Source: an optimization exercise on an open RTL-to-GDS flow (aim: a short achievable clock period and few clock cycles). Production flows keep margins and buffers that such runs may drop.
Function was checked by simulation only, so behaviour that the tests miss may differ from the original.
No activity file was given, so power comes from the tool's default toggle rates.

File: design.v
module mux2 #(parameter WIDTH = 32)
             (d0, d1,
              s, y);
    input  [WIDTH-1:0] d0, d1;
    input              s;
    output [WIDTH-1:0] y;
    assign y = ( s == 1'b1 ) ? d1:d0;
endmodule
module mux2_5 #(parameter WIDTH = 5)
             (d0, d1,
              s, y);
    input  [WIDTH-1:0] d0, d1;
    input              s;
    output [WIDTH-1:0] y;
    assign y = ( s == 1'b1 ) ? d1:d0;
endmodule
module mux2_1(d0, d1,
              s, y);
    input  d0, d1;
    input   s;
    output  y;
    assign y = ( s == 1'b1 ) ? d1:d0;
endmodule
module mux4 #(parameter WIDTH = 32)
             (d0, d1, d2, d3,
              s, y);
    input  [WIDTH-1:0] d0, d1, d2, d3;
    input  [1:0] s;
    output [WIDTH-1:0] y;
    reg [WIDTH-1:0] y_r;
    always @( * ) begin
        case ( s )
            2'b00: y_r = d0;
            2'b01: y_r = d1;
            2'b10: y_r = d2;
            2'b11: y_r = d3;
            default: ;
        endcase
    end  
    assign y = y_r;
endmodule
module mux4_5 #(parameter WIDTH = 5)
             (d0, d1, d2, d3,
              s, y);
    input  [WIDTH-1:0] d0, d1, d2, d3;
    input  [1:0] s;
    output [WIDTH-1:0] y;
    reg [WIDTH-1:0] y_r;
    always @( * ) begin
        case ( s )
            2'b00: y_r = d0;
            2'b01: y_r = d1;
            2'b10: y_r = d2;
            2'b11: y_r = d3;
            default: ;
        endcase
    end  
    assign y = y_r;
endmodule
module mux8 #(parameter WIDTH = 8)
             (d0, d1, d2, d3,
              d4, d5, d6, d7,
              s, y);
    input  [WIDTH-1:0] d0, d1, d2, d3;
    input  [WIDTH-1:0] d4, d5, d6, d7;
    input  [2:0]       s;
    output [WIDTH-1:0] y;
    reg [WIDTH-1:0] y_r;
    always @( * ) begin
        case ( s )
            3'd0: y_r = d0;
            3'd1: y_r = d1;
            3'd2: y_r = d2;
            3'd3: y_r = d3;
            3'd4: y_r = d4;
            3'd5: y_r = d5;
            3'd6: y_r = d6;
            3'd7: y_r = d7;
            default: ;
        endcase
    end  
    assign y = y_r;
endmodule
module mux16 #(parameter WIDTH = 8)
             (d0, d1, d2, d3,
              d4, d5, d6, d7,
              d8, d9, d10, d11,
              d12, d13, d14, d15,
              s, y);
    input [WIDTH-1:0] d0, d1, d2, d3;
    input [WIDTH-1:0] d4, d5, d6, d7;
    input [WIDTH-1:0] d8, d9, d10, d11;
    input [WIDTH-1:0] d12, d13, d14, d15;
    input [3:0] s;
    output [WIDTH-1:0] y;
    reg [WIDTH-1:0] y_r;
    always @( * ) begin
        case ( s )
            4'd0:  y_r = d0;
            4'd1:  y_r = d1;
            4'd2:  y_r = d2;
            4'd3:  y_r = d3;
            4'd4:  y_r = d4;
            4'd5:  y_r = d5;
            4'd6:  y_r = d6;
            4'd7:  y_r = d7;
            4'd8:  y_r = d8;
            4'd9:  y_r = d9;
            4'd10: y_r = d10;
            4'd11: y_r = d11;
            4'd12: y_r = d12;
            4'd13: y_r = d13;
            4'd14: y_r = d14;
            4'd15: y_r = d15;
            default: ;
        endcase
    end  
    assign y = y_r;
endmodule
module EXT16( Imm16,EXTOp,Imm32 );
   input  [15:0] Imm16;
   input         EXTOp;
   output [31:0] Imm32;
   assign Imm32 = (EXTOp) ? {{16{Imm16[15]}}, Imm16} : {16'd0, Imm16};  
endmodule
module EXT8( Imm8,EXTOp,Imm32 );
   input  [7:0]  Imm8;
   input         EXTOp;
   output [31:0] Imm32;
   assign Imm32 = (EXTOp) ? {{24{Imm8[7]}}, Imm8} : {24'd0, Imm8};  
endmodule
module alu(
   input  signed [31:0] A, B,
   input         [4:0]  ALUOp,
   output reg signed [31:0] C,
   output Zero
);
   integer    i;
   always @( * )
    begin
      case ( ALUOp )
          5'b00000:  C = A;                           
          5'b00010:  C = A + B;                       
          5'b00110:  C = A - B;                       
          5'b00011:  C = A & B;                       
          5'b00001:   C = A | B;                       
          5'b01101:  C = ~(A | B);                    
          5'b01110:  C = A ^ B;                       
          5'b00111:  C = (A < B) ? 32'd1 : 32'd0;     
          5'b01001:  C = (A > B) ? 32'd1 : 32'd0;     
          5'b01100: C = ({1'b0, A} < {1'b0, B}) ? 32'd1 : 32'd0;  
          5'b01111:  C = {B[15:0],16'b0};             
          5'b00100:  C = B << A[4:0];
          5'b00101:  C = B >>> A[4:0];
          5'b01000:  C = B >> A[4:0];
          5'b10000:  C = A | {16'b0,B[15:0]};
          5'b10010: C = A & {16'b0,B[15:0]};
          5'b10001: C = A ^ {16'b0,B[15:0]};
          5'b10011: C = (A > 0) ? 32'd0 : 32'd1; 
          5'b10100: C = (A >= 0) ? 32'd0 : 32'd1;
          5'b10101: C = (A <= 0) ? 32'd0 : 32'd1;
          5'b10110: C = (A < 0) ? 32'd0 : 32'd1;
          5'b10111:  C = (A != B) ? 32'd0 : 32'd1;
          default:   C = A;                           
      endcase
   end  
   assign Zero = (C == 32'b0);
endmodule
module PC( clk, rst, NPC, PC, PC_Write_Final );
  input              clk;
  input              rst;
  input             PC_Write_Final;
  input       [31:0] NPC;
  output reg  [31:0] PC;
  always @(posedge clk, posedge rst) 
    begin
    if (rst) 
      PC <= 32'h0000_0000;
    else
      begin
        if(PC_Write_Final)
          PC <= NPC;
        else
          PC <= PC;
      end
    end
endmodule
  module RF(   input         clk, 
               input         rst,
               input         RFWr, 
               input  [4:0]  A1, A2, A3, 
               input  [31:0] WD, 
               output [31:0] RD1, RD2,
               input  [4:0]  reg_sel,
               output [31:0] reg_data);
  reg [31:0] rf[0:31];
  integer i;
  always @(negedge clk, posedge rst) 
    if (rst) begin     
      for (i=0; i<32; i=i+1)
        rf[i] <= 0;  
    end
    else 
      if (RFWr) begin 
        rf[A3] <= (A3 != 0) ? WD : 0;
      end
  assign RD1 = (A1 != 0) ? rf[A1] : 0;
  assign RD2 = (A2 != 0) ? rf[A2] : 0;
  assign reg_data = (reg_sel != 0) ? rf[reg_sel] : 0; 
endmodule 
module Adder_PCPlus4(PC_o,PCPlus4);
    input [31:0] PC_o;
	output reg [31:0] PCPlus4;
	always@(*)
		begin
		PCPlus4 = PC_o + 32'd4;
		end
endmodule
module BranchAdd(
    input [31:0] PCPlus4,
    input [31:0] SignEXTOffset,
    output reg [31:0] BranchPC
);
always@(*)
		begin
		BranchPC <= PCPlus4 + (SignEXTOffset << 2);
		end
endmodule
module Branch_Jump_Detect(
    input [1:0] NPCType,
    input Zero,
    output reg [1:0] NextType
);
always@(*)
begin
    case(NPCType)
    2'b00:
    begin
        NextType <= 2'b00;  
    end
    2'b01:
    begin
        if(Zero == 1)  
        begin
            NextType <= 2'b01;
        end
        else  
        begin
            NextType <= 2'b10;  
        end
    end
    2'b10:
    begin
        NextType <= 2'b11;  
    end
    default:
        NextType <= 2'b00;
    endcase
end
endmodule
module JumpAddress(
    input [31:0] IDEXPCPlus4,
    input [31:0] IDEXInstruction,
    input [31:0] GPR_RS,
    input IDEXJumpSrc,
    output reg [31:0] JumpPC
);
always @(*)
begin
    if(IDEXJumpSrc == 0)  
    begin
        JumpPC <= {IDEXPCPlus4[31:28],IDEXInstruction[25:0],2'b00};
    end
    else  
    begin
        JumpPC <= GPR_RS;
    end
end
endmodule
module ForwardUnit(
    input EXMEMRegWrite,
    input [4:0] EXMEMRegRd,
    input [4:0] IDEXRegRs,
    input [4:0] IDEXRegRt,
    input MEMWBRegWrite,
    input MEMWBMemRead,
    input EXMEMMemWrite,
    input [4:0] MEMWBRegRd,
    output reg [1:0] ForwardA,
    output reg [1:0] ForwardB,
    output reg ForwardC
);
always @(*)
    begin
        ForwardA <= 2'b00;
        ForwardB <= 2'b00;
        ForwardC <= 1'b0;
        if(EXMEMRegWrite && (EXMEMRegRd != 5'b0) && (EXMEMRegRd == IDEXRegRs))
            begin
            ForwardA <=  2'b10;
            end
        if(EXMEMRegWrite && (EXMEMRegRd != 5'b0) && (EXMEMRegRd == IDEXRegRt))
            begin
            ForwardB <=  2'b10;
            end
        if(MEMWBRegWrite && (MEMWBRegRd!= 5'b0) &&
        !(EXMEMRegWrite && (EXMEMRegRd != 5'b0) && (EXMEMRegRd == IDEXRegRs)) &&
        (MEMWBRegRd == IDEXRegRs))
            begin
            ForwardA <= 2'b01;
            end
        if(MEMWBRegWrite && (MEMWBRegRd!= 5'b0) &&
        !(EXMEMRegWrite && (EXMEMRegRd != 5'b0) && (EXMEMRegRd == IDEXRegRt)) &&
        (MEMWBRegRd == IDEXRegRt))
            begin
            ForwardB <= 2'b01;
            end 
        if(MEMWBMemRead &&  EXMEMMemWrite && (MEMWBRegRd == EXMEMRegRd) && (MEMWBRegRd != 5'b0))
            begin
            ForwardC <= 1'b1;
            end
    end
endmodule
module Hazard_Detect(
    input [1:0] Nexttype, 
    input IDEXMEMRead,
    input [4:0] IDEXRt,  
    input [4:0] IFIDRs,
    input [4:0] IFIDRt,
    output reg IFIDStall,
    output reg IFIDFlush,
    output reg [1:0] PCSrc,  
    output reg PCWrite,
    output reg IDEXFlush
);
always @(*)
    begin
        PCSrc <= 2'b00;
        IFIDFlush <= 1'b0;
        if(IDEXMEMRead && ((IDEXRt == IFIDRs) || (IDEXRt == IFIDRt)))  
            begin
                PCWrite <= 1'b0;  
                IFIDStall <= 1'b1;
                IDEXFlush <= 1'b1;
            end
        else
            begin
                case(Nexttype)
                    2'b00:
                    begin
                        PCWrite <= 1'b1;
                        PCSrc <= 2'b00;   
                        IFIDStall <= 1'b0;
                        IFIDFlush <= 1'b0;
                        IDEXFlush <= 1'b0;
                    end
                    2'b01:
                    begin
                        PCWrite <= 1'b1;
                        PCSrc <= 2'b00;   
                        IFIDStall <= 1'b0;
                        IFIDFlush <= 1'b0;
                        IDEXFlush <= 1'b1;
                    end
                    2'b10:
                    begin
                        PCWrite <= 1'b1;
                        PCSrc <= 2'b10;   
                        IFIDStall <= 1'b0;
                        IFIDFlush <= 1'b1;
                        IDEXFlush <= 1'b1; 
                    end
                    2'b11:
                    begin
                        PCWrite <= 1'b1;
                        PCSrc <= 2'b01;   
                        IFIDStall <= 1'b0;
                        IFIDFlush <= 1'b1;
                        IDEXFlush <= 1'b1;
                    end
                endcase
            end
    end
endmodule
module Control(clk,rst,Op,Funct,Rs,Rt,PCSrc,NPCType,RegDst,MemRead,MemtoReg,ALUOp,MemWrite,ALUSrc_A,ALUSrc_B,RegWrite,MemWrBits,MemRBits,JumpSrc);
    input clk;
    input rst;
    input [5:0] Op;
    input [4:0] Rs; 
    input [4:0] Rt;  
    input [5:0] Funct;
    output reg  MemRead,MemWrite,RegWrite;
    output reg [1:0] NPCType;
    output reg [4:0] ALUOp;
    output reg [2:0] MemRBits;
    output reg [1:0] MemWrBits;
    output reg [1:0] MemtoReg;
    output reg [1:0] ALUSrc_A;
    output reg [1:0] ALUSrc_B;
    output reg [1:0] RegDst;
    output reg PCSrc;
    output reg JumpSrc;  
    always@(*)
    begin
    {MemRead,MemWrite,RegWrite} <= 3'b0;
    NPCType <= 2'b00;
    ALUOp <= 5'b00000;
    MemRBits <= 3'b0;
    MemWrBits <= 2'b0;
    MemtoReg <= 2'b0;
    ALUSrc_A <= 2'b0;
    ALUSrc_B <= 2'b0;
    RegDst <= 2'b0;
    PCSrc <= 1'b0;
    JumpSrc <= 1'b0;
    if(rst)
    begin
        {MemRead,MemWrite,RegWrite} <= 3'b0;
        NPCType <= 2'b00;
        ALUOp <= 4'b0000;
        MemRBits <= 3'b0;
        MemWrBits <= 2'b0;
        MemtoReg <= 2'b0;
        ALUSrc_A <= 2'b0;
        ALUSrc_B <= 2'b0;
        RegDst <= 2'b0;
        PCSrc <= 1'b0;
    end
    else
    begin
        case(Op)
            6'b000000,
            6'b000000,6'b000000:
            begin
                case(Funct)
                    6'b100000:
                    begin
                        RegWrite <= 1'b1;
                        RegDst <= 2'b01;  
                        MemtoReg <= 2'b00;
                        NPCType <= 2'b00;  
                        ALUOp <= 5'b00010;
                        MemRead <= 1'b0;
                        MemWrite <= 1'b0;
                        PCSrc <= 1'b0;  
                        ALUSrc_A <= 2'b00;  
                        ALUSrc_B <= 2'b00;  
                    end
                    6'b100001:
                    begin
                        RegWrite <= 1'b1;
                        RegDst <= 2'b01;  
                        MemtoReg <= 2'b00;
                        NPCType <= 2'b00;  
                        ALUOp <= 5'b00010;
                        MemRead <= 1'b0;
                        MemWrite <= 1'b0;
                        PCSrc <= 1'b0;  
                        ALUSrc_A <= 2'b00;  
                        ALUSrc_B <= 2'b00;  
                    end
                    6'b100010:
                    begin
                        RegWrite <= 1'b1;
                        RegDst <= 2'b01;  
                        MemtoReg <= 2'b00;
                        NPCType <= 2'b00;  
                        ALUOp <= 5'b00110;
                        MemRead <= 1'b0;
                        MemWrite <= 1'b0;
                        PCSrc <= 1'b0;  
                        ALUSrc_A <= 2'b00;  
                        ALUSrc_B <= 2'b00;  
                    end
                    6'b100011:
                    begin
                        RegWrite <= 1'b1;
                        RegDst <= 2'b01;  
                        MemtoReg <= 2'b00;
                        NPCType <= 2'b00;  
                        ALUOp <= 5'b00110;
                        MemRead <= 1'b0;
                        MemWrite <= 1'b0;
                        PCSrc <= 1'b0;  
                        ALUSrc_A <= 2'b00;  
                        ALUSrc_B <= 2'b00;  
                    end
                    6'b000000:
                    begin
                        RegWrite <= 1'b1;
                        RegDst <= 2'b01;  
                        MemtoReg <= 2'b00;
                        NPCType <= 2'b00;  
                        ALUOp <= 5'b00100;
                        MemRead <= 1'b0;
                        MemWrite <= 1'b0;
                        PCSrc <= 1'b0;  
                        ALUSrc_A <= 2'b01;  
                        ALUSrc_B <= 2'b00;  
                    end
                    6'b000011:
                    begin
                        RegWrite <= 1'b1;
                        RegDst <= 2'b01;  
                        MemtoReg <= 2'b00;
                        NPCType <= 2'b00;  
                        ALUOp <= 5'b00101;
                        MemRead <= 1'b0;
                        MemWrite <= 1'b0;
                        PCSrc <= 1'b0;  
                        ALUSrc_A <= 2'b01;  
                        ALUSrc_B <= 2'b00;  
                    end
                    6'b000010:
                    begin
                        RegWrite <= 1'b1;
                        RegDst <= 2'b01;  
                        MemtoReg <= 2'b00;
                        NPCType <= 2'b00;  
                        ALUOp <= 5'b01000;
                        MemRead <= 1'b0;
                        MemWrite <= 1'b0;
                        PCSrc <= 1'b0;  
                        ALUSrc_A <= 2'b01;  
                        ALUSrc_B <= 2'b00;  
                    end
                    6'b000110:
                    begin
                        RegWrite <= 1'b1;
                        RegDst <= 2'b01;  
                        MemtoReg <= 2'b00;
                        NPCType <= 2'b00;  
                        ALUOp <= 5'b01000;
                        MemRead <= 1'b0;
                        MemWrite <= 1'b0;
                        PCSrc <= 1'b0;  
                        ALUSrc_A <= 2'b00;  
                        ALUSrc_B <= 2'b00;  
                    end
                    6'b000111:
                    begin
                        RegWrite <= 1'b1;
                        RegDst <= 2'b01;  
                        MemtoReg <= 2'b00;
                        NPCType <= 2'b00;  
                        ALUOp <= 5'b00101;
                        MemRead <= 1'b0;
                        MemWrite <= 1'b0;
                        PCSrc <= 1'b0;  
                        ALUSrc_A <= 2'b00;  
                        ALUSrc_B <= 2'b00;  
                    end
                    6'b000100:
                    begin
                        RegWrite <= 1'b1;
                        RegDst <= 2'b01;  
                        MemtoReg <= 2'b00;
                        NPCType <= 2'b00;  
                        ALUOp <= 5'b00100;
                        MemRead <= 1'b0;
                        MemWrite <= 1'b0;
                        PCSrc <= 1'b0;  
                        ALUSrc_A <= 2'b00;  
                        ALUSrc_B <= 2'b00;  
                    end
                    6'b100100:
                    begin
                        RegWrite <= 1'b1;
                        RegDst <= 2'b01;  
                        MemtoReg <= 2'b00;
                        NPCType <= 2'b00;  
                        ALUOp <= 5'b00011;
                        MemRead <= 1'b0;
                        MemWrite <= 1'b0;
                        PCSrc <= 1'b0;  
                        ALUSrc_A <= 2'b00;  
                        ALUSrc_B <= 2'b00;  
                    end
                    6'b100101:
                    begin
                        RegWrite <= 1'b1;
                        RegDst <= 2'b01;  
                        MemtoReg <= 2'b00;
                        NPCType <= 2'b00;  
                        ALUOp <= 5'b00001;
                        MemRead <= 1'b0;
                        MemWrite <= 1'b0;
                        PCSrc <= 1'b0;  
                        ALUSrc_A <= 2'b00;  
                        ALUSrc_B <= 2'b00;  
                    end
                    6'b100110:
                    begin
                        RegWrite <= 1'b1;
                        RegDst <= 2'b01;  
                        MemtoReg <= 2'b00;
                        NPCType <= 2'b00;  
                        ALUOp <= 5'b01110;
                        MemRead <= 1'b0;
                        MemWrite <= 1'b0;
                        PCSrc <= 1'b0;  
                        ALUSrc_A <= 2'b00;  
                        ALUSrc_B <= 2'b00;  
                    end
                    6'b100111:
                    begin
                        RegWrite <= 1'b1;
                        RegDst <= 2'b01;  
                        MemtoReg <= 2'b00;
                        NPCType <= 2'b00;  
                        ALUOp <= 5'b01101;
                        MemRead <= 1'b0;
                        MemWrite <= 1'b0;
                        PCSrc <= 1'b0;  
                        ALUSrc_A <= 2'b00;  
                        ALUSrc_B <= 2'b00;  
                    end
                    6'b101010:
                    begin
                        RegWrite <= 1'b1;
                        RegDst <= 2'b01;  
                        MemtoReg <= 2'b00;
                        NPCType <= 2'b00;  
                        ALUOp <= 5'b00111;
                        MemRead <= 1'b0;
                        MemWrite <= 1'b0;
                        PCSrc <= 1'b0;  
                        ALUSrc_A <= 2'b00;  
                        ALUSrc_B <= 2'b00;  
                    end
                    6'b101011:
                    begin
                        RegWrite <= 1'b1;
                        RegDst <= 2'b01;  
                        MemtoReg <= 2'b00;
                        NPCType <= 2'b00;  
                        ALUOp <= 5'b01100;
                        MemRead <= 1'b0;
                        MemWrite <= 1'b0;
                        PCSrc <= 1'b0;  
                        ALUSrc_A <= 2'b00;  
                        ALUSrc_B <= 2'b00;  
                    end
                    6'b001001:
                    begin
                        RegWrite <= 1'b1;  
                        RegDst <= 2'b01;  
                        MemtoReg <= 2'b10;  
                        NPCType <= 2'b10;  
                        ALUOp <= 5'b00111;
                        MemRead <= 1'b0;
                        MemWrite <= 1'b0;
                        PCSrc <= 1'b0;  
                        ALUSrc_A <= 2'b00;  
                        ALUSrc_B <= 2'b00;  
                        JumpSrc <= 1'b1;  
                    end
                    6'b001000:  
                    begin
                        RegWrite <= 1'b0; 
                        RegDst <= 2'b00;
                        MemtoReg <= 2'b10;  
                        NPCType <= 2'b10;  
                        ALUOp <= 5'b00111;
                        MemRead <= 1'b0;
                        MemWrite <= 1'b0;
                        PCSrc <= 1'b0;  
                        ALUSrc_A <= 2'b00;  
                        ALUSrc_B <= 2'b00;  
                        JumpSrc <= 1'b1;  
                    end
                endcase
            end  
        6'b001000:
        begin
            RegDst <= 2'b00;  
            RegWrite <= 1'b1;
            MemtoReg <= 2'b00;  
            MemWrite <= 1'b0;
            MemRead <= 1'b0;
            PCSrc <= 1'b0;
            ALUSrc_A <= 2'b00 ;  
            ALUSrc_B <= 2'b01 ;  
            NPCType <= 2'b00 ;  
            ALUOp <= 5'b00010;
        end
        6'b001001:
        begin
            RegDst <= 2'b00;  
            RegWrite <= 1'b1;
            MemtoReg <= 2'b00;  
            MemWrite <= 1'b0;
            MemRead <= 1'b0;
            PCSrc <= 1'b0;
            ALUSrc_A <= 2'b00 ;  
            ALUSrc_B <= 2'b01 ;  
            NPCType <= 2'b00 ;  
            ALUOp <= 5'b00010;
        end
        6'b001100:
        begin
            RegDst <= 2'b00;  
            RegWrite <= 1'b1;
            MemtoReg <= 2'b00;  
            MemWrite <= 1'b0;
            MemRead <= 1'b0;
            PCSrc <= 1'b0;
            ALUSrc_A <= 2'b00 ;  
            ALUSrc_B <= 2'b01 ;  
            NPCType <= 2'b00 ;  
            ALUOp <= 5'b10010;
        end
        6'b001101:
        begin
            RegDst <= 2'b00;  
            RegWrite <= 1'b1;
            MemtoReg <= 2'b00;  
            MemWrite <= 1'b0;
            MemRead <= 1'b0;
            PCSrc <= 1'b0;
            ALUSrc_A <= 2'b00 ;  
            ALUSrc_B <= 2'b01 ;  
            NPCType <= 2'b00 ;  
            ALUOp <= 5'b10000;
        end
        6'b001110:
        begin
            RegDst <= 2'b00 ; 
            RegWrite <= 1'b1;
            MemtoReg <= 2'b00;  
            MemWrite <= 1'b0;
            MemRead <= 1'b0;
            PCSrc <= 1'b0;
            ALUSrc_A <= 2'b00 ;  
            ALUSrc_B <= 2'b01 ;  
            NPCType <= 2'b00 ;  
            ALUOp <= 5'b10001;
        end
        6'b001111:
        begin
            RegDst <= 2'b00;  
            RegWrite <= 1'b1;
            MemtoReg <= 2'b00;  
            MemWrite <= 1'b0;
            MemRead <= 1'b0;
            PCSrc <= 1'b0;
            ALUSrc_A <= 2'b00 ;  
            ALUSrc_B <= 2'b01 ;  
            NPCType <= 2'b00 ;  
            ALUOp <= 5'b01111;
        end
        6'b001010:
        begin
            RegDst <= 2'b00 ; 
            RegWrite <= 1'b1;
            MemtoReg <= 2'b00;  
            MemWrite <= 1'b0;
            MemRead <= 1'b0;
            PCSrc <= 1'b0;
            ALUSrc_A <= 2'b00 ;  
            ALUSrc_B <= 2'b01 ;  
            NPCType <= 2'b00 ;  
            ALUOp <= 5'b00111;
        end
        6'b001011:
        begin
            RegDst <= 2'b00;  
            RegWrite <= 1'b1;
            MemtoReg <= 2'b00;  
            MemWrite <= 1'b0;
            MemRead <= 1'b0;
            PCSrc <= 1'b0;
            ALUSrc_A <= 2'b00 ;  
            ALUSrc_B <= 2'b01 ;  
            NPCType <= 2'b00 ;  
            ALUOp <= 5'b01100;
        end
        6'b100011:
        begin
            RegDst <= 2'b00;  
            RegWrite <= 1'b1;
            MemtoReg <= 2'b01;  
            MemWrite <= 1'b0;
            MemRead <= 1'b1;
            MemRBits <= 3'b000;  
            PCSrc <= 1'b0;  
            ALUSrc_A <= 2'b00 ;  
            ALUSrc_B <= 2'b01 ;  
            NPCType <= 2'b00 ;  
            ALUOp <= 5'b00010;  
        end
        6'b100000:
        begin
            RegDst <= 2'b00;  
            RegWrite <= 1'b1;
            MemtoReg <= 2'b01;  
            MemWrite <= 1'b0;
            MemRead <= 1'b1;
            MemRBits <= 3'b011;  
            PCSrc <= 1'b0;  
            ALUSrc_A <= 2'b00 ;  
            ALUSrc_B <= 2'b01 ;  
            NPCType <= 2'b00 ;  
            ALUOp <= 5'b00010;  
        end
        6'b100100:
        begin
            RegDst <= 2'b00;  
            RegWrite <= 1'b1;
            MemtoReg <= 2'b01;  
            MemWrite <= 1'b0;
            MemRead <= 1'b1;
            MemRBits <= 3'b100;  
            PCSrc <= 1'b0;  
            ALUSrc_A <= 2'b00 ;  
            ALUSrc_B <= 2'b01 ;  
            NPCType <= 2'b00 ;  
            ALUOp <= 5'b00010;  
        end
        6'b100001:
        begin
            RegDst <= 2'b00; 
            RegWrite <= 1'b1;
            MemtoReg <= 2'b01;  
            MemWrite <= 1'b0;
            MemRead <= 1'b1;
            MemRBits <= 3'b001;  
            PCSrc <= 1'b0;  
            ALUSrc_A <= 2'b00 ;  
            ALUSrc_B <= 2'b01 ;  
            NPCType <= 2'b00 ;  
            ALUOp <= 5'b00010;  
        end
        6'b100101:
        begin
            RegDst <= 2'b00;  
            RegWrite <= 1'b1;
            MemtoReg <= 2'b01;  
            MemWrite <= 1'b0;
            MemRead <= 1'b1;
            MemRBits <= 3'b010;  
            PCSrc <= 1'b0;  
            ALUSrc_A <= 2'b00 ;  
            ALUSrc_B <= 2'b01 ;  
            NPCType <= 2'b00 ;  
            ALUOp <= 5'b00010;  
        end
        6'b101011:
        begin
            RegWrite <= 1'b0;
            MemWrite <= 1'b1;
            MemRead <= 1'b0;
            MemWrBits <= 2'b00;  
            PCSrc <= 1'b0;  
            ALUSrc_A <= 2'b00 ;  
            ALUSrc_B <= 2'b01 ;  
            NPCType <= 2'b00 ;  
            ALUOp <= 5'b00010;  
        end
        6'b101001:
        begin
            RegWrite <= 1'b0;
            MemWrite <= 1'b1;
            MemRead <= 1'b0;
            MemWrBits <= 2'b01;  
            PCSrc <= 1'b0;  
            ALUSrc_A <= 2'b00 ;  
            ALUSrc_B <= 2'b01 ;  
            NPCType <= 2'b00 ;  
            ALUOp <= 5'b00010;  
        end
        6'b101000:
        begin
            RegWrite <= 1'b0;
            MemWrite <= 1'b1;
            MemRead <= 1'b0;
            MemWrBits <= 2'b10;  
            PCSrc <= 1'b0;  
            ALUSrc_A <= 2'b00 ;  
            ALUSrc_B <= 2'b01 ;  
            NPCType <= 2'b00 ;  
            ALUOp <= 5'b00010;  
        end
        6'b000100:
        begin
            RegWrite <= 1'b0;
            MemWrite <= 1'b0;
            MemRead <= 1'b0;
            PCSrc <= 1'b1;  
            ALUSrc_A <= 2'b00 ;  
            ALUSrc_B <= 2'b00 ;  
            NPCType <= 2'b01 ;  
            ALUOp <= 5'b00110 ;  
        end
        6'b000110:
        begin
            RegWrite <= 1'b0;
            MemWrite <= 1'b0;
            MemRead <= 1'b0;
            PCSrc <= 1'b1;  
            ALUSrc_A <= 2'b00 ;  
            ALUSrc_B <= 2'b00 ;  
            NPCType <= 2'b01 ;  
            ALUOp <= 5'b10101 ;  
        end
        6'b000111:
        begin
            RegWrite <= 1'b0;
            MemWrite <= 1'b0;
            MemRead <= 1'b0;
            PCSrc <= 1'b1;  
            ALUSrc_A <= 2'b00 ;  
            ALUSrc_B <= 2'b00 ;  
            NPCType <= 2'b01 ;  
            ALUOp <= 5'b10011 ;  
        end
        6'b000101:
        begin
            RegWrite <= 1'b0;
            MemWrite <= 1'b0;
            MemRead <= 1'b0;
            PCSrc <= 1'b1;  
            ALUSrc_A <= 2'b00 ;  
            ALUSrc_B <= 2'b00 ;  
            NPCType <= 2'b01 ;  
            ALUOp <= 5'b10111;  
        end
        6'b000001:
        begin
            case(Rt)
                5'b00000:  
                begin
                    RegWrite <= 1'b0;
                    MemWrite <= 1'b0;
                    MemRead <= 1'b0;
                    PCSrc <= 1'b1;  
                    ALUSrc_A <= 2'b00 ;  
                    ALUSrc_B <= 2'b00 ;  
                    NPCType <= 2'b01 ;  
                    ALUOp <= 5'b10110 ; 
                end
                5'b00001:  
                begin
                    RegWrite <= 1'b0;
                    MemWrite <= 1'b0;
                    MemRead <= 1'b0;
                    PCSrc <= 1'b1;  
                    ALUSrc_A <= 2'b00 ;  
                    ALUSrc_B <= 2'b00 ;  
                    NPCType <= 2'b01 ;  
                    ALUOp <= 5'b10100 ; 
                end
            endcase
        end
        6'b000010:
        begin
            RegWrite <= 1'b0;
            MemWrite <= 1'b0;
            MemRead <= 1'b0;
            PCSrc <= 1'b0;  
            ALUSrc_A <= 2'b00 ;  
            ALUSrc_B <= 2'b00 ;  
            NPCType <= 2'b10 ;  
            ALUOp <= 5'b00000 ;   
            JumpSrc <= 1'b0;  
        end
        6'b000011:
        begin
            RegWrite <= 1'b1;
            RegDst <= 2'b10 ;  
            MemtoReg <= 2'b10;  
            MemWrite <= 1'b0;
            MemRead <= 1'b0;
            PCSrc <= 1'b0;  
            ALUSrc_A <= 2'b00 ;  
            ALUSrc_B <= 2'b00 ;  
            NPCType <= 2'b10 ;  
            ALUOp <= 5'b00000 ;   
            JumpSrc <= 1'b0 ;  
        end
        endcase
    end
    end
endmodule
module IFIDReg(clk,rst,IFIDStall,IFIDFlush,PCPlus4_i,PCPlus4_o,Instruction_i,IFIDInstruction);
    input clk;
    input rst;
    input IFIDStall;
    input IFIDFlush;
    input [31:0] PCPlus4_i;
    input [31:0] Instruction_i;
    output reg [31:0] PCPlus4_o;
    output reg [31:0] IFIDInstruction;
    always @(posedge clk) 
    begin
        if(rst)
        begin
            PCPlus4_o <= 32'b0;
            IFIDInstruction <= 32'b0;
        end
        else if(!IFIDStall)
        begin
            if(IFIDFlush)
                begin
                    PCPlus4_o <= 32'b0;
                    IFIDInstruction <= 32'b0;
                end
            else
                begin
                    PCPlus4_o <= PCPlus4_i;
                    IFIDInstruction <= Instruction_i;
                end
        end
    end
endmodule
module IDEXReg(
    input clk,
    input rst,
    input IDEXStall,
    input IDEXFlush,
    input [31:0] RD1_i,
    output reg [31:0] IDEXRD1,
    input [31:0] RD2_i,
    output reg [31:0] IDEXRD2,
    input [31:0] PCPlus4_i,
    output reg [31:0] IDEXPCPlus4,
    input [31:0] SignEXT_i,
    output reg [31:0] IDEXSignEXT,
    input [31:0] Instruction,
    output reg [31:0] IDEXInstruction,
    input [4:0] WriteBackDst, 
    output reg [4:0] IDEXRegRd,
    input RegWrite,
    output reg IDEXRegWrite,
    input [4:0] ALUOp,
    output reg [4:0] IDEXALUOp,
    input MemRead,
    output reg IDEXMemRead,
    input MemWrite,
    output reg IDEXMemWrite,
    input [1:0] NPCType,
    output reg [1:0] IDEXNPCType,
    input [2:0] MemRBits,
    output reg [2:0] IDEXMemRBits,
    input [1:0] MemWrBits,
    output reg [1:0] IDEXMemWrBits,
    input [1:0] MemtoReg,
    output reg [1:0] IDEXMemtoReg,
    input [1:0] ALUSrc_A,
    output reg [1:0] IDEXALUSrc_A,
    input [1:0] ALUSrc_B,
    output reg [1:0] IDEXALUSrc_B,
    input JumpSrc,
    output reg IDEXJumpSrc    
);
always @(posedge clk)
begin
    if(rst)
    begin
        IDEXALUSrc_A <= 2'b0;
        IDEXALUSrc_B <= 2'b0;
        IDEXSignEXT <= 1'b0;
        IDEXRegWrite <= 1'b0;
        IDEXRD2 <= 32'b0;
        IDEXRD1 <= 32'b0;
        IDEXPCPlus4 <= 32'b0;
        IDEXNPCType<= 2'b0;
        IDEXMemWrite <= 1'b0;
        IDEXMemWrBits <= 2'b0;
        IDEXMemtoReg <= 2'b0;
        IDEXMemRead <= 1'b0;
        IDEXMemRBits <= 3'b0;
        IDEXJumpSrc <= 1'b0;
        IDEXInstruction <= 32'b0;
        IDEXALUOp <= 5'b0;
        IDEXRegRd  <= 5'b0;
    end
    else if(!IDEXStall)
    begin
        if(IDEXFlush)
        begin
            IDEXALUSrc_A <= 2'b0;
            IDEXALUSrc_B <= 2'b0;
            IDEXSignEXT <= 1'b0;
            IDEXRegWrite <= 1'b0;
            IDEXRD2 <= 32'b0;
            IDEXRD1 <= 32'b0;
            IDEXPCPlus4 <= 32'b0;
            IDEXNPCType<= 2'b0;
            IDEXMemWrite <= 1'b0;
            IDEXMemWrBits <= 2'b0;
            IDEXMemtoReg <= 2'b0;
            IDEXMemRead <= 1'b0;
            IDEXMemRBits <= 3'b0;
            IDEXJumpSrc <= 1'b0;
            IDEXInstruction <= 32'b0;
            IDEXALUOp <= 5'b0;
            IDEXRegRd  <= 5'b0;
        end
        else
        begin
            IDEXALUSrc_A <= ALUSrc_A;
            IDEXALUSrc_B <= ALUSrc_B;
            IDEXSignEXT <= SignEXT_i;
            IDEXRegWrite <= RegWrite;
            IDEXRD2 <= RD2_i;
            IDEXRD1 <= RD1_i;
            IDEXPCPlus4 <= PCPlus4_i;
            IDEXNPCType<= NPCType;
            IDEXMemWrite <= MemWrite;
            IDEXMemWrBits <= MemWrBits;
            IDEXMemtoReg <= MemtoReg;
            IDEXMemRead <= MemRead;
            IDEXMemRBits <= MemRBits;
            IDEXJumpSrc <= JumpSrc;
            IDEXInstruction <= Instruction;
            IDEXALUOp <= ALUOp;
            IDEXRegRd  <= WriteBackDst;
        end
    end
end
endmodule
module EXMEMReg(
    input clk,
    input rst,
    input EXMEMStall,
    input EXMEMFlush,
    input [31:0] IDEXInstruction,
    output reg [31:0] EXMEMInstruction,
    input [31:0] IDEXPCPlus4,
    output reg [31:0] EXMEMPCPlus4,
    input [31:0] IDEXMemWriteData,
    output reg [31:0] EXMEMMemWriteData,
    input [31:0] ALUResult,
    output reg [31:0] EXMEMALUResult,
    input [4:0] IDEXRegRd,
    output reg [4:0] EXMEMRegRd,
    input IDEXRegWrite,
    output reg EXMEMRegWrite,
    input IDEXMemWrite,
    output reg EXMEMMemWrite,
    input [1:0] IDEXMemWrBits,
    output reg [1:0] EXMEMMemWrBits,
    input IDEXMemRead,
    output reg EXMEMMemRead,
    input [2:0] IDEXMemRBits,
    output reg [2:0] EXMEMMemRBits,
    input [1:0] IDEXMemtoReg,
    output reg [1:0] EXMEMMemtoReg
    );
always @(posedge clk)
    begin
        if(rst)
        begin
        EXMEMRegWrite <= 1'b0;
        EXMEMRegRd <= 5'b0;
        EXMEMPCPlus4 <= 32'b0;
        EXMEMMemWriteData <= 32'b0;
        EXMEMMemWrite<= 1'b0;
        EXMEMMemWrBits<= 2'b0;
        EXMEMMemtoReg<= 2'b0;
        EXMEMMemRead<= 1'b0;
        EXMEMMemRBits<= 3'b0;
        EXMEMInstruction<= 32'b0;
        EXMEMALUResult<= 32'b0;
        end
        else if(!EXMEMStall)
            begin
                if(EXMEMFlush)
                    begin
                        EXMEMRegWrite <= 1'b0;
                        EXMEMRegRd <= 5'b0;
                        EXMEMPCPlus4 <= 32'b0;
                        EXMEMMemWriteData <= 32'b0;
                        EXMEMMemWrite<= 1'b0;
                        EXMEMMemWrBits<= 2'b0;
                        EXMEMMemtoReg<= 2'b0;
                        EXMEMMemRead<= 1'b0;
                        EXMEMMemRBits<= 3'b0;
                        EXMEMInstruction<= 32'b0;
                        EXMEMALUResult<= 32'b0;
                    end
                else
                    begin
                        EXMEMRegWrite <= IDEXRegWrite;
                        EXMEMRegRd <= IDEXRegRd;
                        EXMEMPCPlus4 <= IDEXPCPlus4;
                        EXMEMMemWriteData <= IDEXMemWriteData;
                        EXMEMMemWrite<= IDEXMemWrite;
                        EXMEMMemWrBits<= IDEXMemWrBits;
                        EXMEMMemtoReg<= IDEXMemtoReg;
                        EXMEMMemRead<= IDEXMemRead;
                        EXMEMMemRBits<= IDEXMemRBits;
                        EXMEMInstruction<= IDEXInstruction;
                        EXMEMALUResult<= ALUResult;
                    end
            end
    end
endmodule
module MEMWBReg(
    input clk,
    input rst,
    input MEMWBStall,
    input MEMWBFlush,
    input [31:0] EXMEMInstruction,
    output reg [31:0] MEMWBInstruction,
    input [31:0] EXMEMPCPlus4,
    output reg [31:0] MEMWBPCPlus4,
    input [31:0] EXMEMALUResult,
    output reg [31:0] MEMWBALUResult,
    input [31:0] MemoryData,
    output reg [31:0] MEMWBMemoryData,
    input [4:0] EXMEMRegRd,
    output reg [4:0] MEMWBRegRd,
    input EXMEMRegWrite,
    output reg MEMWBRegWrite,
    input [1:0] EXMEMMemtoReg,
    output reg [1:0] MEMWBMemtoReg,
    input EXMEMMemRead,
    output reg MEMWBMemRead
);
always @(posedge clk)
    begin
        if(rst)
        begin
        MEMWBInstruction <= 32'b0;
        MEMWBPCPlus4  <= 32'b0;
        MEMWBALUResult  <= 32'b0;
        MEMWBMemoryData  <= 32'b0;
        MEMWBRegRd  <= 5'b0;
        MEMWBRegWrite  <= 1'b0;
        MEMWBMemtoReg  <= 2'b0;
        MEMWBMemRead <= 1'b0;
        end
        else if(!MEMWBStall)
        begin
            if(MEMWBFlush)
                begin
                    MEMWBInstruction <= 32'b0;
                    MEMWBPCPlus4  <= 32'b0;
                    MEMWBALUResult  <= 32'b0;
                    MEMWBMemoryData  <= 32'b0;
                    MEMWBRegRd  <= 5'b0;
                    MEMWBRegWrite  <= 1'b0;
                    MEMWBMemtoReg  <= 2'b0;
                    MEMWBMemRead <= 1'b0;
                end
            else
                begin
                    MEMWBInstruction <= EXMEMInstruction;
                    MEMWBPCPlus4 <= EXMEMPCPlus4;
                    MEMWBALUResult <= EXMEMALUResult;
                    MEMWBMemoryData <= MemoryData;
                    MEMWBRegRd <= EXMEMRegRd;
                    MEMWBRegWrite <= EXMEMRegWrite;
                    MEMWBMemtoReg <= EXMEMMemtoReg;
                    MEMWBMemRead <= EXMEMMemRead;
                end
        end
    end
endmodule
module PCPU(
    input clk,
    input reset,
    input MIO_ready,
    input [31:0]inst_in,
	input [31:0]Data_in,	
	input INT,
	output mem_w,
	output[31:0]PC_out,
	output[31:0]Addr_out,
	output[31:0]Data_out, 
	output CPU_MIO
);
    wire [1:0] NextType;
    wire IDEXFlush;
    wire [31:0] PCPlus4;
    wire [31:0] JumpPC;
    wire [31:0] IDEXPCPlus4; 
    wire [1:0] PCSrc1;
    wire [31:0] NPC_First;
    mux4 MUX_NPC1(
        .d0(PCPlus4),
        .d1(JumpPC),
        .d2(IDEXPCPlus4),
        .d3(32'b0),
        .s(PCSrc1),
        .y(NPC_First)
        );
    wire [31:0] BranchPC;
    wire [31:0] NPC;
    wire PCSrc2;
    mux2 MUX_NPC2(
        .d0(NPC_First),
        .d1(BranchPC),
        .s(PCSrc2 & (NextType == 2'b00)),
        .y(NPC)
        );
    wire [31:0] PC_o;
    wire PCWrite;
    PC my_PC(
        .clk(clk),
        .rst(reset),
        .NPC(NPC),
        .PC(PC_o),
        .PC_Write_Final(PCWrite)
        );
    wire [31:0] Instruction;
   Adder_PCPlus4 PCAdder4(
       .PC_o(PC_o),
       .PCPlus4(PCPlus4)
       );
   wire IFIDStall;
   wire IFIDFlush;
   wire [31:0] IFIDInstruction;
   wire [31:0] IFIDPCPlus4;
   IFIDReg IFIDReg(
       .clk(clk),
       .rst(reset),
       .IFIDStall(IFIDStall),
       .IFIDFlush(IFIDFlush),
       .PCPlus4_i(PCPlus4),
       .Instruction_i(Instruction),
       .PCPlus4_o(IFIDPCPlus4),
       .IFIDInstruction(IFIDInstruction)
       );
    wire [4:0] MEMWBRegRd;
    wire [31:0]WriteDataFinal;
    wire [31:0] ReadData1;
    wire [31:0] ReadData2;
    wire MEMWBRegWrite;
     RF my_RF(
         .clk(clk),
         .rst(reset),
         .RFWr(MEMWBRegWrite),
         .A1(IFIDInstruction[25:21]),
         .A2(IFIDInstruction[20:16]),
         .A3(MEMWBRegRd),
         .WD(WriteDataFinal),
         .RD1(ReadData1),
         .RD2(ReadData2),
         .reg_sel(5'b0),
         .reg_data()
         );
    wire [1:0] RegDst; 
    wire [4:0] RegDstIn;
    mux4_5 MUX_RegDst(
        .d0(IFIDInstruction[20:16]),
        .d1(IFIDInstruction[15:11]),
        .d2(5'b11111),
        .d3(5'b0),
        .s(RegDst),
        .y(RegDstIn)
        );
    wire [31:0] SignEXTOffset;
    EXT16 EXTOffset(
        .Imm16(IFIDInstruction[15:0]),
        .EXTOp(1'b1),
        .Imm32(SignEXTOffset)
        );
    BranchAdd BranchAdd(.PCPlus4(IFIDPCPlus4),.SignEXTOffset(SignEXTOffset),.BranchPC(BranchPC));
    wire MemRead;
    wire [1:0] MemtoReg;
    wire [4:0] ALUOp;
    wire MemWrite;
    wire [1:0] Sig_ALUSrcA;
    wire [1:0] Sig_ALUSrcB;
    wire [1:0] MemWrBits;
    wire [2:0] MemRBits;
    wire [1:0] NPCType;
    wire JumpSrc;
    wire RegWrite;
    Control Control(
        .clk(clk),
        .rst(reset),
        .Op(IFIDInstruction[31:26]),
        .Funct(IFIDInstruction[5:0]),
        .Rs(IFIDInstruction[25:21]),
        .Rt(IFIDInstruction[20:16]),
        .PCSrc(PCSrc2),
        .NPCType(NPCType),
        .JumpSrc(JumpSrc),
        .RegDst(RegDst),
        .MemRead(MemRead),
        .MemtoReg(MemtoReg),
        .ALUOp(ALUOp),
        .MemWrite(MemWrite),
        .ALUSrc_A(Sig_ALUSrcA),
        .ALUSrc_B(Sig_ALUSrcB),
        .RegWrite(RegWrite),
        .MemWrBits(MemWrBits),
        .MemRBits(MemRBits)
        );
    wire [31:0] IDEXInstruction;
    wire IDEXMemRead ;
    Hazard_Detect Hazard_Detect(
        .Nexttype(NextType),
        .IDEXMEMRead(IDEXMemRead),
        .IDEXRt(IDEXInstruction[20:16]),
        .IFIDRs(IFIDInstruction[25:21]),
        .IFIDRt(IFIDInstruction[20:16]),
        .IFIDStall(IFIDStall),
        .IFIDFlush(IFIDFlush),
        .PCSrc(PCSrc1),
        .PCWrite(PCWrite),
        .IDEXFlush(IDEXFlush)
        );
    wire IDEXStall;
    assign IDEXStall = 1'b0;
    wire [31:0] IDEXRD1;
    wire [31:0] IDEXRD2;
    wire [1:0] IDEXALUSrc_A ;
    wire [1:0] IDEXALUSrc_B;
    wire [31:0] IDEXSignEXT;  
    wire [1:0] IDEXNPCType ;
    wire IDEXMemWrite ;
    wire [1:0] IDEXMemWrBits; 
    wire [1:0] IDEXMemtoReg ;
    wire [2:0] IDEXMemRBits; 
    wire IDEXJumpSrc ;
    wire [4:0] IDEXALUOp ;
    wire [4:0] IDEXRegRd ;
    wire IDEXRegWrite;
    IDEXReg IDEXReg(
        .clk(clk),
        .rst(reset),
        .IDEXStall(IDEXStall),
        .IDEXFlush(IDEXFlush),
        .RD1_i(ReadData1),
        .IDEXRD1(IDEXRD1),
        .RD2_i(ReadData2),
        .IDEXRD2(IDEXRD2),
        .PCPlus4_i(IFIDPCPlus4),
        .IDEXPCPlus4(IDEXPCPlus4),
        .SignEXT_i(SignEXTOffset),
        .IDEXSignEXT(IDEXSignEXT),
        .Instruction(IFIDInstruction),
        .IDEXInstruction(IDEXInstruction),
        .WriteBackDst(RegDstIn),
        .IDEXRegRd(IDEXRegRd),
        .RegWrite(RegWrite),
        .IDEXRegWrite(IDEXRegWrite),
        .ALUOp(ALUOp),
        .IDEXALUOp(IDEXALUOp),
        .MemRead(MemRead),
        .IDEXMemRead(IDEXMemRead),
        .MemWrite(MemWrite),
        .IDEXMemWrite(IDEXMemWrite),
        .NPCType(NPCType),
        .IDEXNPCType(IDEXNPCType),
        .MemRBits(MemRBits),
        .IDEXMemRBits(IDEXMemRBits),
        .MemWrBits(MemWrBits),
        .IDEXMemWrBits(IDEXMemWrBits),
        .MemtoReg(MemtoReg),
        .IDEXMemtoReg(IDEXMemtoReg),
        .ALUSrc_A(Sig_ALUSrcA),
        .IDEXALUSrc_A(IDEXALUSrc_A),
        .ALUSrc_B(Sig_ALUSrcB),
        .IDEXALUSrc_B(IDEXALUSrc_B),
        .JumpSrc(JumpSrc),
        .IDEXJumpSrc(IDEXJumpSrc)
        );
    wire [1:0] ForwardA;
    wire  [31:0] ALUSrcA_First;
    wire [31:0] EXMEMALUResult;
    mux4 MUX_ForwardA(
        .d0(IDEXRD1),
        .d1(WriteDataFinal),
        .d2(EXMEMALUResult),
        .d3(32'b0),
        .s(ForwardA),
        .y(ALUSrcA_First)
        );
    wire [31:0] ALUSrcAData;
    mux4 MUX_ALUSrcA(
        .d0(ALUSrcA_First),
        .d1({27'b0,IDEXInstruction[10:6]}),
        .d2(32'b0),
        .d3(32'b0),
        .s(IDEXALUSrc_A),
        .y(ALUSrcAData)
        );
   JumpAddress JumpAddress(
       .IDEXPCPlus4(IDEXPCPlus4),
       .IDEXInstruction(IDEXInstruction),
       .GPR_RS(ALUSrcA_First),
       .IDEXJumpSrc(IDEXJumpSrc),
       .JumpPC(JumpPC)
       );
    wire [1:0] ForwardB;
    wire [31:0] ALUSrcB_First;
    mux4 MUX_ForwardB(
        .d0(IDEXRD2),
        .d1(WriteDataFinal),
        .d2(EXMEMALUResult),
        .d3(32'b0),
        .s(ForwardB),
        .y(ALUSrcB_First)
        );
    wire [31:0] ALUSrcBData;
    mux4 MUX_ALUSrcB(
        .d0(ALUSrcB_First),
        .d1(IDEXSignEXT),
        .d2(32'b0),
        .d3(32'b0),
        .s(IDEXALUSrc_B),
        .y(ALUSrcBData)
        );
    wire Zero;
    wire [31:0] ALUResult;
    alu ALU(
        .A(ALUSrcAData),
        .B(ALUSrcBData),
        .ALUOp(IDEXALUOp),
        .C(ALUResult),
        .Zero(Zero)
        );
    Branch_Jump_Detect Branch_Jump_Detect(
        .NPCType(IDEXNPCType),
        .Zero(Zero),
        .NextType(NextType)
        );
    wire EXMEMRegWrite;
    wire [4:0] EXMEMRegRd;
    wire ForwardC;
    wire MEMWBMemRead;
    wire EXMEMMemWrite;
    ForwardUnit ForwardUnit(
        .EXMEMRegWrite(EXMEMRegWrite),
        .EXMEMRegRd(EXMEMRegRd),
        .IDEXRegRs(IDEXInstruction[25:21]),
        .IDEXRegRt(IDEXInstruction[20:16]),
        .MEMWBRegWrite(MEMWBRegWrite),
        .MEMWBRegRd(MEMWBRegRd),
        .ForwardA(ForwardA),
        .ForwardB(ForwardB),
        .ForwardC(ForwardC),
        .MEMWBMemRead(MEMWBMemRead),
        .EXMEMMemWrite(EXMEMMemWrite)
        );
    wire EXMEMStall;
    assign EXMEMStall = 1'b0;
    wire EXMEMFlush;
    assign EXMEMFlush = 1'b0;
    wire [31:0] EXMEMInstruction;
    wire [31:0] EXMEMPCPlus4;
    wire [31:0] EXMEMMemWriteData;
    wire [1:0] EXMEMMemWrBits;
    wire EXMEMMemRead;
    wire [2:0] EXMEMMemRBits;
    wire [1:0] EXMEMMemtoReg;
    EXMEMReg EXMEMReg(
     .clk(clk),
     .rst(reset),
     .EXMEMStall(EXMEMStall),
     .EXMEMFlush(EXMEMFlush),
     .IDEXInstruction(IDEXInstruction),
     .EXMEMInstruction(EXMEMInstruction),
     .IDEXPCPlus4(IDEXPCPlus4),
     .EXMEMPCPlus4(EXMEMPCPlus4),
     .IDEXMemWriteData(ALUSrcB_First),  
     .EXMEMMemWriteData(EXMEMMemWriteData),
     .ALUResult(ALUResult),
     .EXMEMALUResult(EXMEMALUResult),
     .IDEXRegRd(IDEXRegRd),
     .EXMEMRegRd(EXMEMRegRd),
     .IDEXRegWrite(IDEXRegWrite),
     .EXMEMRegWrite(EXMEMRegWrite),
     .IDEXMemWrite(IDEXMemWrite),
     .EXMEMMemWrite(EXMEMMemWrite),
     .IDEXMemWrBits(IDEXMemWrBits),
     .EXMEMMemWrBits(EXMEMMemWrBits),
     .IDEXMemRead(IDEXMemRead),
     .EXMEMMemRead(EXMEMMemRead),
     .IDEXMemRBits(IDEXMemRBits),
     .EXMEMMemRBits(EXMEMMemRBits),
     .IDEXMemtoReg(IDEXMemtoReg),
     .EXMEMMemtoReg(EXMEMMemtoReg)
    );
    wire [31:0] EXMEMMemWriteDataFinal;
    mux2 MUX_ForwardC(
        .d0(EXMEMMemWriteData),
        .d1(WriteDataFinal),
        .s(ForwardC),
        .y(EXMEMMemWriteDataFinal)
        );
    wire [31:0] EXMEMMemReadData;
    wire MEMWBStall;
    assign MEMWBStall = 1'b0;
    wire MEMWBFlush;
    assign MEMWBFlush = 1'b0;
    wire [31:0] MEMWBInstruction;
    wire [31:0] MEMWBPCPlus4;
    wire [31:0] MEMWBALUResult;
    wire [31:0] MEMWBMemoryData;
    wire [1:0] MEMWBMemtoReg;
    MEMWBReg MEMWBReg(
        .clk(clk),
        .rst(reset),
        .MEMWBStall(MEMWBStall),
        .MEMWBFlush(MEMWBFlush),
        .EXMEMInstruction(EXMEMInstruction),
        .MEMWBInstruction(MEMWBInstruction),
        .EXMEMPCPlus4(EXMEMPCPlus4),
        .MEMWBPCPlus4(MEMWBPCPlus4),
        .EXMEMALUResult(EXMEMALUResult),
        .MEMWBALUResult(MEMWBALUResult),
        .MemoryData(EXMEMMemReadData),
        .MEMWBMemoryData(MEMWBMemoryData),
        .EXMEMRegRd(EXMEMRegRd),
        .MEMWBRegRd(MEMWBRegRd),
        .EXMEMRegWrite(EXMEMRegWrite),
        .MEMWBRegWrite(MEMWBRegWrite),
        .EXMEMMemtoReg(EXMEMMemtoReg),
        .MEMWBMemtoReg(MEMWBMemtoReg),
        .EXMEMMemRead(EXMEMMemRead),
        .MEMWBMemRead(MEMWBMemRead)
        );
    mux4 MUX_MemtoReg(
        .d0(MEMWBALUResult),
        .d1(MEMWBMemoryData),
        .d2(MEMWBPCPlus4),
        .d3(32'b0),
        .s(MEMWBMemtoReg),
        .y(WriteDataFinal)
        );
    assign EXMEMMemReadData = Data_in;
    assign Instruction = inst_in;
    assign PC_out = PC_o;
    assign mem_w = EXMEMMemWrite;
    assign Addr_out = EXMEMALUResult;
    assign Data_out = EXMEMMemWriteDataFinal;
    assign CPU_MIO = 1'b0;
endmodule
File: run.sh
#!/bin/bash
# synth_recipe.tcl (not shown) runs the flow's synth.tcl, then flattens the netlist and writes it again
# the make line also repeats each setting of config.mk as NAME=value (left out here)
make -C /OpenROAD-flow-scripts/flow DESIGN_CONFIG=/design/flow/config.mk WORK_HOME=/design/flow/orfs CLKGATE_MAP_FILE= SYNTH_SCRIPT=/design/flow/synth_recipe.tcl finish
File: config.mk
export PLATFORM = sky130hd
export DESIGN_NAME = PCPU
export DESIGN_NICKNAME = PCPU
export VERILOG_FILES = /design/flow/design.v
export SDC_FILE = /design/flow/constraint.sdc
export NUM_CORES = 4
export LEC_CHECK = 0
export CAP_MARGIN = 20
export CORE_MARGIN = 2
export CORE_UTILIZATION = 40
export PLACE_DENSITY = 0.6
export SLEW_MARGIN = 20
File: constraint.sdc
create_clock -name core_clock -period 12.0 [get_ports {clk}]
set_input_delay 2.4000 -clock core_clock [delete_from_list [all_inputs] [get_ports {clk}]]
set_output_delay 2.4000 -clock core_clock [all_outputs]
set_load 0.01 [all_outputs]
==> run summary <==
power groups by stage:
stage,Clock (mW),Combinational (mW),Sequential [mW]
floorplan,0,0.835,5.23
global placement,0,1.50,5.33
detailed placement,0,1.50,5.33
CTS,4.92,1.51,5.24
global route,5.11,1.63,5.26
finish,4.93,1.57,5.25
state kept, by name, indices dropped and copies added (netlist names), 5 cells and up:
register and count:
EXMEMReg.EXMEMALUResult 32, EXMEMReg.EXMEMMemWriteData 32, EXMEMReg.EXMEMPCPlus4 32, EXMEMReg.EXMEMRegRd 5, IDEXReg.IDEXALUOp 5, IDEXReg.IDEXInstruction 26, IDEXReg.IDEXPCPlus4 32, IDEXReg.IDEXRD1 32
IDEXReg.IDEXRD2 32, IDEXReg.IDEXRegRd 5, IFIDReg.IFIDInstruction 32, IFIDReg.PCPlus4_o 32, MEMWBReg.MEMWBALUResult 32, MEMWBReg.MEMWBMemoryData 32, MEMWBReg.MEMWBPCPlus4 32, MEMWBReg.MEMWBRegRd 5
my_PC.PC 32, my_RF.rf 992
area by class of cell:
type / instances / area (sq um)
Clock buffer: 223 / 4490
Antenna cell: 31 / 77.6
Multi-Input combinational cell: 6375 / 39400
Timing Repair Buffer: 434 / 3850
Fill cell: 18175 / 102000
Sequential cell: 1441 / 34000
Inverter: 127 / 484
Clock inverter: 56 / 631
Tap cell: 2495 / 3120
per-layer routing:
| metal | wire (um) | share of wire, % | vias to the layer above |
|---|---|---|---|
| met3 | 59200 | 15 | 2000 |
| li1 | - | - | 31796 |
| met1 | 150000 | 37 | 37859 |
| met5 | 493 | 0.12 | - |
| met4 | 37700 | 9.3 | 14 |
| met2 | 159000 | 39 | 6787 |
placed cells by master, fill, tap and decap left out, drive strengths merged, types with 179 or more instances in the layout:
cell and count:
nand2 1400, nor2 449, a22oi 299, nand3 216, buf 272, dfxtp 417
a22o 346, a221oi 347, dfrtn 992, a21oi 271, nor3 179, clkbuf 224
o21ai 1248
kinds of logic (layout without fill, tap and decap cells):
| logic type | Yosys count | count (layout) | synth area share (%) |
|---|---|---|---|
| AOI/OAI and AO/OA | 3125 | 3125 | 27.9 |
| xor gates and xnor gates | 99 | 99 | 1.14 |
| adders and majority gates | 132 | 132 | 2.20 |
| buffers and inverters | 920 | 840 | 4.64 |
| DFF | 1441 | 1441 | 44.7 |
| muxes | 199 | 199 | 2.75 |
| other | 1 | 32 | 0.00494 |
| and+or+nand+nor | 2819 | 2819 | 16.7 |
per-stage QoR:
| step | setup WS, ns | area [sq um] | hold slack (ns) | cells | total power [mW] |
|---|---|---|---|---|---|
| floorplan | 0.0207 | 76000 | 0.400 | 8736 | 6.07 |
| global placement | 1.38 | 80600 | 0.420 | 10865 | 6.82 |
| detailed placement | 1.30 | 80700 | 0.420 | 10867 | 6.83 |
| CTS | 1.22 | 85800 | 0.429 | 11146 | 11.7 |
| global route | 0.400 | 85900 | 0.452 | 11152 | 12.0 |
| finish | 0.968 | 86000 | 0.430 | 11182 | 11.8 |
critical path, delay by kind of cell (launching register included):
family                   cells  cell delay (ns)
multiplexers                 1             0.35
AO/OA/AOI/OAI               12             4.80
AND/OR/NAND/NOR              9             3.74
adder cells (fa/ha/maj)      1             0.52
buffers and inverters        3             0.80
flip-flops                   1             0.67
worst paths after layout:
path	from	endpoint	slack [ns]	depth (start not counted)
max	MEMWBReg.MEMWBRegRd[0]	my_PC.PC[16]	0.97	26
min reg2reg	IDEXReg.IDEXPCPlus4[1]	EXMEMReg.EXMEMPCPlus4[1]	0.43	2
max reg2reg	MEMWBReg.MEMWBRegRd[0]	my_PC.PC[16]	0.97	26
min in group asynchronous	reset	my_PC.PC[1]	2.56	3
min	IDEXReg.IDEXPCPlus4[1]	EXMEMReg.EXMEMPCPlus4[1]	0.43	2
max in group asynchronous	reset	my_RF.rf[2][23]	2.95	3
==> run summary <==
Synthesized netlist cell count: 8736
Share of synthesized registers carrying an async set or reset: 71.1%
Setup bufs post-CTS: 0
Final Setup Violations: 0
Minimum clock period: 11.03 ns
Slowest CP cell: a2111oi_0
Hold_buf cts: 0
Synth top area share: 32.7%
Synth unique cells: 98
Slew headroom: 9.29%
Clk root buf: clkbuf_16
Synthesized Nets: 8936
Starting Density: 40.4%
Largest stage delay, worst path: 0.92 ns
Psw: 3.44 mW
Power Dens Cells: 137 nW/um^2
Yosys Warn Count: 17
Half-perimeter wire length after placement: 254000 um
Critical Path RT: 12.73 ns
Max IR drop VDD: 0.000150 V
Synth Flop Type: dfrtn_1
Worst-Skew Late Latency: 0.84 ns
Synthesized cell area: 76000 sq um
Core area: 188000 sq um
TritonCTS clock tree: built
Seq pwr share: 44.7%
Vias in the first global route: 72.7k
Layer with the highest usage: met2
Met2 Usage GRT: 55.4%
CP dominant cell by count: or4_1
Port buffer count: 162
DR vias/cell: 7.02
CTS Buffer Depth: 3
CP Class: flip-flop to flip-flop
DRC Markers: 0
Setup TNS: 0 ns
Max Slew Vio Count: 0
Unrepaired setup endpoints after global routing: no
GPL Wtd Cong: 1.08
Clock power share: 42.0%
Ports: 166
P&R area growth vs syn: 13.2%
DRT antenna net count: 0
Net Sw Frac: 29.3%
Int Pwr: 8.31 mW
Nets: 8731
Die W: 440 um
Area of the die: 193000 sq um
Seq/Total Area, Yosys: 44.7%
CP Capture Type: flip-flop
Count leader, synth: nand2_1
Ratio of cells with drive above 1 in the final layout: 8.64%
Top cells by area in the synthesized netlist: dfrtn_1, dfxtp_1, o21ai_0
Initial antenna violation count: 17
#FFs+latches synth: 1441
Pre-antenna DRT Iters: 10
Fmax: 90.6 MHz
Site Rows: 159
GRT met3 Usage: 16.6%
Vias after detailed routing: 78.5k
Die Ht: 440 um
Met1 global-route usage: 51.7%
# clock sinks: 1441
Combinational group share of total power: 13.4%
Max-cap check violation count: 0
Post-layout util: 45.7%
Synth top cells by count: nand2_1, o21ai_0, dfrtn_1
CTS clk-pin slew, worst paths: 0.06 ns
Crit-path max FO: 40
Final Hold Vio Count: 0
Final cycle utilization of the critical path: 91.9%
GRT Residual Overflow: 0
Crit path DAT: 11.76 ns
Inserted Clock Buffers: 152
Total track usage: 40.9%
Largest net degree at the start of global routing: 116
Fin Clk Skew: 0.105 ns
Status: complete, no violations
Synth area leader: dfrtn_1
First-pass GRT wire length: 564000 um
Worst hold path type: flip-flop to flip-flop
Synth Area per Inst: 8.70 sq um
PostCTS Resize Cnt: 0
# H-tree levels: 4
Leak: 35.1 nW
CP startpoint kind: flip-flop
EDFF count, synth: 0
Routed WL per cell: 36.4 um
Initial drt markers: 12.5k
WL final: 407000 um
Slew @ Worst Pin: 1.35 ns
Testbench counts, summed over its fixed seeds: cycles 117,420.
